This is an optimization exercise on Yosys and OpenROAD, whose aim is small area, a short achievable clock period and few clock cycles, not a production implementation.
In this exercise RTL edits were held to simulation tests only and were not proved equivalent to the original.
Power is estimated from default activity; no workload was simulated.

== old ==
// top
module top(
    input             clk,
    input             rst,
    input             read_n,
    input             start_in,
    input             valid_input,
    input      [7:0]  r_addr,
    input      [7:0]  X_load,
    output            ry,
    output     [8:0]  data_out,
    output            finish
);
Size: about 1400 flip-flops, roughly 32 I/O pins.
==> flow/config.mk <==
export PLATFORM = sky130hd
export DESIGN_NAME = top
export DESIGN_NICKNAME = top
export VERILOG_FILES = /design/flow/design.v
export SDC_FILE = /design/flow/constraint.sdc
export NUM_CORES = 4
export LEC_CHECK = 0
export CAP_MARGIN = 20
export CORE_MARGIN = 2
export CORE_UTILIZATION = 45
export CTS_CLUSTER_DIAMETER = 100
export CTS_CLUSTER_SIZE = 25
export SLEW_MARGIN = 20
==> flow/constraint.sdc <==
create_clock -name core_clock -period 8.0 [get_ports {clk}]
set_input_delay 1.6000 -clock core_clock [delete_from_list [all_inputs] [get_ports {clk}]]
set_output_delay 1.6000 -clock core_clock [all_outputs]
set_load 0.01 [all_outputs]
standard.sh (not shown) runs the stock make flow with config.mk's settings and CLKGATE_MAP_FILE= SYNTH_SCRIPT=/design/flow/synth_recipe.tcl, a recipe that flattens the netlist after the stock synthesis.
==> flow/flow/run.sh <==
#!/bin/bash
set -euo pipefail
bash standard.sh SETUP_SLACK_MARGIN=5.3 finish > flow_make.log 2>&1
Testbench counts of old, summed over its fixed seeds: cycles 5,360.
Edits applied to the flow inputs when going from old to new:
--- a/flow/design.v
+++ b/flow/design.v
@@ -19,22 +19,22 @@
   always @(posedge clk or negedge rst)
     if (!rst) sl <= 4'b0001;
     else      sl <= {sl[0], sl[3:1]};
   reg       loading;
   reg [4:0] cnt;
   reg [1:0] jslot;      
   reg       fin_r;
-  always @(posedge clk)
-    fin_r <= rst & valid_input & loading & (cnt == 5'd31);
   always @(posedge clk or negedge rst)
     if (!rst) begin
       loading <= 1'b0;
       cnt     <= 5'd0;
       jslot   <= 2'd3;
+      fin_r   <= 1'b0;
     end else begin
+      fin_r <= valid_input & loading & (cnt == 5'd31);
       if (start_in) begin
         loading <= 1'b1;
         cnt     <= 5'd0;
         jslot   <= jslot + 2'd1;
       end else if (valid_input & loading) begin
         cnt <= cnt + 5'd1;
         if (cnt == 5'd31) loading <= 1'b0;
@@ -229,34 +229,37 @@
   wire req = ~read_n;
   wire hit = (r_addr[5:0] == pred) & at_head;
   always @(posedge clk or negedge rst)
     if (!rst) begin
       st   <= S_IDLE;
       pred <= 6'd0;
       ra   <= 2'd3;
+      ry_r <= 1'b0;
     end else begin
       pred <= pred_nx;
       ra   <= jslot_nx - pred_nx[5:4];
       case (st)
-        S_IDLE:  if (req) st <= hit ? S_B0 : S_WAIT;
-        S_WAIT:  if (at_head) st <= S_B0;
-        S_B0:    st <= S_B1;
-        default: st <= S_IDLE;
+        S_IDLE: begin
+          ry_r <= req & hit;
+          if (req) st <= hit ? S_B0 : S_WAIT;
+        end
+        S_WAIT: begin
+          ry_r <= at_head;
+          if (at_head) st <= S_B0;
+        end
+        S_B0: begin
+          ry_r <= 1'b1;
+          st   <= S_B1;
+        end
+        default: begin
+          ry_r <= 1'b0;
+          st   <= S_IDLE;
+        end
       endcase
     end
-  reg ry_nx;
-  always @(*) begin
-    case (st)
-      S_IDLE:  ry_nx = req & hit;
-      S_WAIT:  ry_nx = at_head;
-      S_B0:    ry_nx = 1'b1;
-      default: ry_nx = 1'b0;
-    endcase
-  end
-  always @(posedge clk) ry_r <= rst & ry_nx;
   always @(posedge clk) begin
     hi_r <= cap[17:9];
     do_r <= (st == S_B0) ? hi_r : cap[8:0];
   end
   assign ry       = ry_r;
   assign data_out = do_r;
   assign finish   = fin_r;
==> run summary <==
Diff old -> new: number of buffers added by the clock tree synthesis step closely matched the old numbers; cell count flat; adder-cell share of the synthesized area stayed essentially flat; layout overhead on the synthesized area higher.
Relative to old, count of clock-buffer cells in the layout has increased by 1 in new.
Delta (new minus old): synthesized instance count decreased about 0.43%, sequential share of cell area neither gained nor lost much, routed wire length now sits higher, hold buffer count at cts held steady.
In new, number of signal-net buffers in the layout is higher than in old.
The XOR/XNOR share of the synthesized area of new and that of old are within noise of each other.
Taking old as the reference point, the inverter count of the layout excluding clock inverters of new rises by 5.
Of the two values seen for start point of the critical path, do_r[6] was produced by old and fin_r by new.
Summary: with old as the reference, total design power in new moved down slightly.
Testbench counts of new, summed over its fixed seeds: cycles 5,360.

port drivers added, routing unchanged:
The results above use ideal ports. As a check the final layouts listed here were re-extracted and re-timed, cells and wires unchanged.
Step 1 assumes that a clkbuf_16 drives the clock port and a buf_2 every other input.
Step 2 moves the port delays by t, midway between the first and last clock arrival at a register: inputs arrive t later, outputs are due t later. That takes back most of the time a late clock gives input paths.
a / b / c = ideal / step 1 / step 2; a / b = the first two.
| run | t (ns) | setup slack, ns | worst hold slack (ns) | latest minus earliest clock arrival (ns) | worst data-port slew with drivers (ns) |
|---|---|---|---|---|---|
| old | 0.714 | 5.268 / 5.202 / 4.716 | 0.310 / 0.310 / 0.310 | 0.035 / 0.036 | 0.09 |
| new | 0.718 | 5.226 / 5.163 / 4.704 | 0.324 / 0.324 / 0.324 | 0.018 / 0.017 | 0.03 |
After both steps setup and hold are still met in every run listed. For old, which loses most, drivers alone change the setup slack by -0.066 ns; drivers and shift together by -0.552 ns.
